Source: an optimization exercise on an open RTL-to-GDS flow (aim: small area and a short achievable clock period). Production flows keep margins and buffers that such runs may drop.
Power is estimated from default activity; no workload was simulated.

Setup of 02-21:
// pipecpu
module pipecpu(clk, rst, instr, readdata, PC, MemWrite, aluout, writedata);
Size: roughly 6600 cells after synthesis, ~73000 µm² of cells after synthesis.
==> flow/config.mk <==
export PLATFORM = sky130hd
export DESIGN_NAME = pipecpu
export DESIGN_NICKNAME = pipecpu
export VERILOG_FILES = /design/flow/design.v
export SDC_FILE = /design/flow/constraint.sdc
export NUM_CORES = 8
export LEC_CHECK = 0
export CAP_MARGIN = 20
export CORE_MARGIN = 2
export CORE_UTILIZATION = 50
export CTS_CLUSTER_DIAMETER = 85
export CTS_CLUSTER_SIZE = 25
export PLACE_DENSITY = 0.75
export SLEW_MARGIN = 20
export SYNTH_HIERARCHICAL = 1
==> flow/constraint.sdc <==
create_clock -name core_clock -period 12.5 [get_ports {clk}]
set_input_delay 2.5000 -clock core_clock [delete_from_list [all_inputs] [get_ports {clk}]]
set_output_delay 2.5000 -clock core_clock [all_outputs]
set_load 0.01 [all_outputs]
standard.sh (not shown) runs the stock make flow with config.mk's settings and CLKGATE_MAP_FILE= SYNTH_SCRIPT=/design/flow/synth_recipe.tcl, a recipe that flattens the netlist after the stock synthesis.
==> flow/flow/run.sh <==
#!/bin/bash
# The standard layout, with:
# - synthesis: the standard flow's own synthesis script, with a delay-driven ABC script
#   (strash; dch; map -D; buffer; upsize; dnsize) for the final technology
#   mapping in place of ORFS's abc_speed.script; registers are untouched;
# - timing repair aiming well below the clock period (the SDC is unchanged);
# - plain buffers on the ports;
# - without the slow two-stage OR / AND cells (the platform's don't-use cells
#   stay don't-use).
set -euo pipefail
W=$(pwd)
cat > "$W/synth_abc.tcl" <<EOT
proc abc {args} {
   set rest {}
   set skip 0
   foreach a \$args {
      if {\$skip} { set skip 0; continue }
      if {\$a eq "-script"} { set skip 1; continue }
      lappend rest \$a
   }
   yosys abc -script "+strash;dch;map,-D,1100;buffer;upsize,-D,1100;dnsize,-D,1100" {*}\$rest
}
source $W/synth_recipe.tcl
EOT
DONT_USE="sky130_fd_sc_hd__probe_p_8 sky130_fd_sc_hd__probec_p_8 sky130_fd_sc_hd__lpflow_bleeder_1 sky130_fd_sc_hd__lpflow_clkbufkapwr_1 sky130_fd_sc_hd__lpflow_clkbufkapwr_16 sky130_fd_sc_hd__lpflow_clkbufkapwr_2 sky130_fd_sc_hd__lpflow_clkbufkapwr_4 sky130_fd_sc_hd__lpflow_clkbufkapwr_8 sky130_fd_sc_hd__lpflow_clkinvkapwr_1 sky130_fd_sc_hd__lpflow_clkinvkapwr_16 sky130_fd_sc_hd__lpflow_clkinvkapwr_2 sky130_fd_sc_hd__lpflow_clkinvkapwr_4 sky130_fd_sc_hd__lpflow_clkinvkapwr_8 sky130_fd_sc_hd__lpflow_decapkapwr_12 sky130_fd_sc_hd__lpflow_decapkapwr_3 sky130_fd_sc_hd__lpflow_decapkapwr_4 sky130_fd_sc_hd__lpflow_decapkapwr_6 sky130_fd_sc_hd__lpflow_decapkapwr_8 sky130_fd_sc_hd__lpflow_inputiso0n_1 sky130_fd_sc_hd__lpflow_inputiso0p_1 sky130_fd_sc_hd__lpflow_inputiso1n_1 sky130_fd_sc_hd__lpflow_inputiso1p_1 sky130_fd_sc_hd__lpflow_inputisolatch_1 sky130_fd_sc_hd__lpflow_isobufsrc_1 sky130_fd_sc_hd__lpflow_isobufsrc_16 sky130_fd_sc_hd__lpflow_isobufsrc_2 sky130_fd_sc_hd__lpflow_isobufsrc_4 sky130_fd_sc_hd__lpflow_isobufsrc_8 sky130_fd_sc_hd__lpflow_isobufsrckapwr_16 sky130_fd_sc_hd__lpflow_lsbuf_lh_hl_isowell_tap_1 sky130_fd_sc_hd__lpflow_lsbuf_lh_hl_isowell_tap_2 sky130_fd_sc_hd__lpflow_lsbuf_lh_hl_isowell_tap_4 sky130_fd_sc_hd__lpflow_lsbuf_lh_isowell_4 sky130_fd_sc_hd__lpflow_lsbuf_lh_isowell_tap_1 sky130_fd_sc_hd__lpflow_lsbuf_lh_isowell_tap_2 sky130_fd_sc_hd__lpflow_lsbuf_lh_isowell_tap_4 sky130_fd_sc_hd__a2111o_1 sky130_fd_sc_hd__a2111o_2 sky130_fd_sc_hd__a2111o_4 sky130_fd_sc_hd__and4_1 sky130_fd_sc_hd__and4_2 sky130_fd_sc_hd__and4_4 sky130_fd_sc_hd__and4b_1 sky130_fd_sc_hd__and4b_2 sky130_fd_sc_hd__and4b_4 sky130_fd_sc_hd__and4bb_1 sky130_fd_sc_hd__and4bb_2 sky130_fd_sc_hd__and4bb_4 sky130_fd_sc_hd__o2111a_1 sky130_fd_sc_hd__o2111a_2 sky130_fd_sc_hd__o2111a_4 sky130_fd_sc_hd__or3_1 sky130_fd_sc_hd__or3_2 sky130_fd_sc_hd__or3_4 sky130_fd_sc_hd__or3b_1 sky130_fd_sc_hd__or3b_2 sky130_fd_sc_hd__or3b_4 sky130_fd_sc_hd__or4_1 sky130_fd_sc_hd__or4_2 sky130_fd_sc_hd__or4_4 sky130_fd_sc_hd__or4b_1 sky130_fd_sc_hd__or4b_2 sky130_fd_sc_hd__or4b_4 sky130_fd_sc_hd__or4bb_1 sky130_fd_sc_hd__or4bb_2 sky130_fd_sc_hd__or4bb_4 "
bash standard.sh "SYNTH_SCRIPT=$W/synth_abc.tcl" SETUP_SLACK_MARGIN=8.5 "BUFFER_PORTS_ARGS=-buffer_cell sky130_fd_sc_hd__buf_4" "DONT_USE_CELLS=$DONT_USE" finish > standard_flow.log 2>&1
Relative to 02-21, the following input files were edited for 07-06:
diff --git a/flow/design.v b/flow/design.v
--- a/flow/design.v
+++ b/flow/design.v
@@ -5,21 +5,23 @@
    input  [31:0] readdata;
    output [31:0] PC;
    output        MemWrite;
    output [31:0] aluout;
    output [31:0] writedata;
    localparam OP_ADD = 0, OP_AND = 1, OP_OR = 2, OP_XOR = 3, OP_NOR = 4,
               OP_SLT = 5, OP_SLL = 6, OP_SRL = 7, OP_SRA = 8;
    reg  [31:0] dinst;
    reg         fea, feb;
    reg         fla, flb;
-   reg  [31:0] pcn, bpcr;        
+   reg  [31:0] pcnn, bpcrn;
+   wire [31:0] pcn = ~pcnn;
+   wire [31:0] bpcr = ~bpcrn;
    reg  [31:0] ea, eb, es;       
    reg         ecin;             
    reg  [4:0]  esa;              
    reg  [4:0]  esan;             
    reg  [8:0]  eop;
    reg  [4:0]  ern;
    reg         ewreg, em2reg, ewmem;
    reg  [31:0] malu, mb;
    reg  [4:0]  mrn;
    reg         mwreg, mm2reg, mwmem;
@@ -152,34 +154,37 @@
                    .m_addq(fe1 & eop[OP_ADD] & ~fl1), .m_addr(fe1 & eop[OP_ADD] & fl1),
                    .m_lsq(fe1 & ~eop[OP_ADD] & ~fl1), .m_lsr(fe1 & ~eop[OP_ADD] & fl1),
                    .beq(i_beq & ~stall), .bne(i_bne & ~stall), .taken(ntaken));
    wire [31:0] imm = {{16{sext & dinst[15]}}, dinst[15:0]};
    wire [31:0] bpc = pcn + {{14{dinst[15]}}, dinst[15:0], 2'b00};
    wire [31:0] jpc = {pcn[31:28], dinst[25:0], 2'b00};
    wire [31:0] pci;       
    wire [31:0] pc4 = pci + 32'd4;
    wire [31:0] npc = stall ? pci : i_jr ? a : (i_j | i_jal) ? jpc : pc4;
    always @(posedge clk or posedge rst) begin
-      if (rst) pcn <= 32'd0;
-      else pcn <= npc;
+      if (rst) pcnn <= 32'hffffffff;
+      else pcnn <= ~npc;
    end
    generate
       for (gi = 0; gi < 8; gi = gi + 1) begin : g_pc
-         pc_sel psel (.clk(clk), .rst(rst), .ntaken(ntaken), .bpc(bpcr[gi*4 +: 4]),
-                      .pcn(pcn[gi*4 +: 4]), .pc(PC[gi*4 +: 4]));
+         pc_sel psel (.clk(clk), .ntaken(ntaken), .bpcn(bpcrn[gi*4 +: 4]),
+                      .pcnn(pcnn[gi*4 +: 4]), .pc(PC[gi*4 +: 4]));
       end
       for (gi = 0; gi < 2; gi = gi + 1) begin : g_pci
-         pci_sel isel (.clk(clk), .rst(rst), .ntaken(ntaken), .bpc(bpcr[gi*16 +: 16]),
-                       .pcn(pcn[gi*16 +: 16]), .pc(pci[gi*16 +: 16]));
+         pci_sel isel (.clk(clk), .ntaken(ntaken), .bpcn(bpcrn[gi*16 +: 16]),
+                       .pcnn(pcnn[gi*16 +: 16]), .pc(pci[gi*16 +: 16]));
       end
    endgenerate
-   always @(posedge clk) bpcr <= bpc;
+   always @(posedge clk or posedge rst) begin
+      if (rst) bpcrn <= 32'hffffffff;
+      else bpcrn <= ~bpc;
+   end
    always @(posedge clk or posedge rst) begin
       if (rst) dinst <= 32'd0;
       else if (!stall) dinst <= instr;
    end
    wire dsub = i_sub | i_beq | i_bne | i_slt;
    wire [8:0] dop;
    assign dop[OP_ADD] = i_add | i_addi | i_lw | i_sw | i_jal | i_sub | i_beq | i_bne;
    assign dop[OP_AND] = i_and | i_andi;
    assign dop[OP_OR]  = ~(dop[OP_ADD] | i_and | i_andi | i_xor | i_xori | i_nor | i_slt |
                           i_sll | i_sllv | i_srl | i_srlv | i_sra);
@@ -314,32 +319,26 @@
    wire eq_qq = &(~(qa ^ qb));
    wire eq_rq = &(~(rd ^ q));
    wire eq_addq = &(~(q ^ p ^ cq));
    wire eq_addr = &(~(rd ^ p ^ cr));
    wire eq_lsq = &(~(els ^ q));
    wire eq_lsr = &(~(els ^ rd));
    wire eq = m_same | (m_qq & eq_qq) | (m_rq & eq_rq) | (m_addq & eq_addq) | (m_addr & eq_addr) |
              (m_lsq & eq_lsq) | (m_lsr & eq_lsr);
    assign taken = beq & eq | bne & ~eq;
 endmodule
-module pc_sel(clk, rst, ntaken, bpc, pcn, pc);
-   input        clk, rst, ntaken;
-   input  [3:0] bpc, pcn;
+module pc_sel(clk, ntaken, bpcn, pcnn, pc);
+   input        clk, ntaken;
+   input  [3:0] bpcn, pcnn;
    output [3:0] pc;
    reg taken;
-   always @(posedge clk or posedge rst) begin
-      if (rst) taken <= 1'b0;
-      else taken <= ntaken;
-   end
-   assign pc = taken ? bpc : pcn;
+   always @(posedge clk) taken <= ntaken;
+   assign pc = ~(taken ? bpcn : pcnn);
 endmodule
-module pci_sel(clk, rst, ntaken, bpc, pcn, pc);
-   input         clk, rst, ntaken;
-   input  [15:0] bpc, pcn;
+module pci_sel(clk, ntaken, bpcn, pcnn, pc);
+   input         clk, ntaken;
+   input  [15:0] bpcn, pcnn;
    output [15:0] pc;
    reg taken;
-   always @(posedge clk or posedge rst) begin
-      if (rst) taken <= 1'b0;
-      else taken <= ntaken;
-   end
-   assign pc = taken ? bpc : pcn;
+   always @(posedge clk) taken <= ntaken;
+   assign pc = ~(taken ? bpcn : pcnn);
 endmodule
[summary]
07-06: PASS, flow complete, no timing, DRC or antenna violations
The cell area was comparable across 02-21 and 07-06.
07-06 reports a higher sequential cell area than 02-21 does.
Compared with 02-21, in 07-06 sequential share of layout area climbed 0.27 points, via count held, met1 layer usage reported by global route went up 2.5 points.
As far as relative contribution of the clock network to total power is concerned, 07-06 and 02-21 perform about the same.
Relative to 02-21, the total number of multi-input combinational cells of 07-06 is lower by 1.4%.
Compared with 02-21, in 07-06 portion of total power attributed to combinational logic moved up; post-detailed-route via-to-cell ratio moved up; final worst setup slack moved up; sequential power level.
Looking at final critical-path required period across both flows, 07-06 is the stronger of the two, with 02-21 trailing.
Looking at 02-21 and 07-06, the clock network area share is a wash.
There was hardly any difference in combined area of all synthesized cells between 02-21 and 07-06.
No run of this note included a check of the RTL's function; only the layout flow was run.

[what the ideal ports hide]
The results above use ideal ports. As a check the final layouts listed here were re-extracted and re-timed, cells and wires unchanged.
Step 1: set_driving_cell puts a clkbuf_16 on clk and a buf_2 on each other input, an assumption about the parent block.
Step 2 moves the port delays by t, midway between the first and last clock arrival at a register: inputs arrive t later, outputs are due t later. That takes back most of the time a late clock gives input paths.
a / b / c = ideal / step 1 / step 2; a / b = the first two.
run | t (ns) | setup WS [ns] | worst setup path at the end | slew at the worst register clock pin (ns) | cell pins on the clock port's net
02-21 | 0.827 | 8.206 / 8.126 / 7.683 | input to register | 0.10 / 0.10 | 1
07-06 | 0.836 | 8.235 / 8.235 / 7.697 | input to register | 0.11 / 0.11 | 1
After both steps every run listed still meets setup and hold. The setup slack of 07-06, which loses most, moves by 0.000 ns with the drivers and by -0.538 ns with both steps.
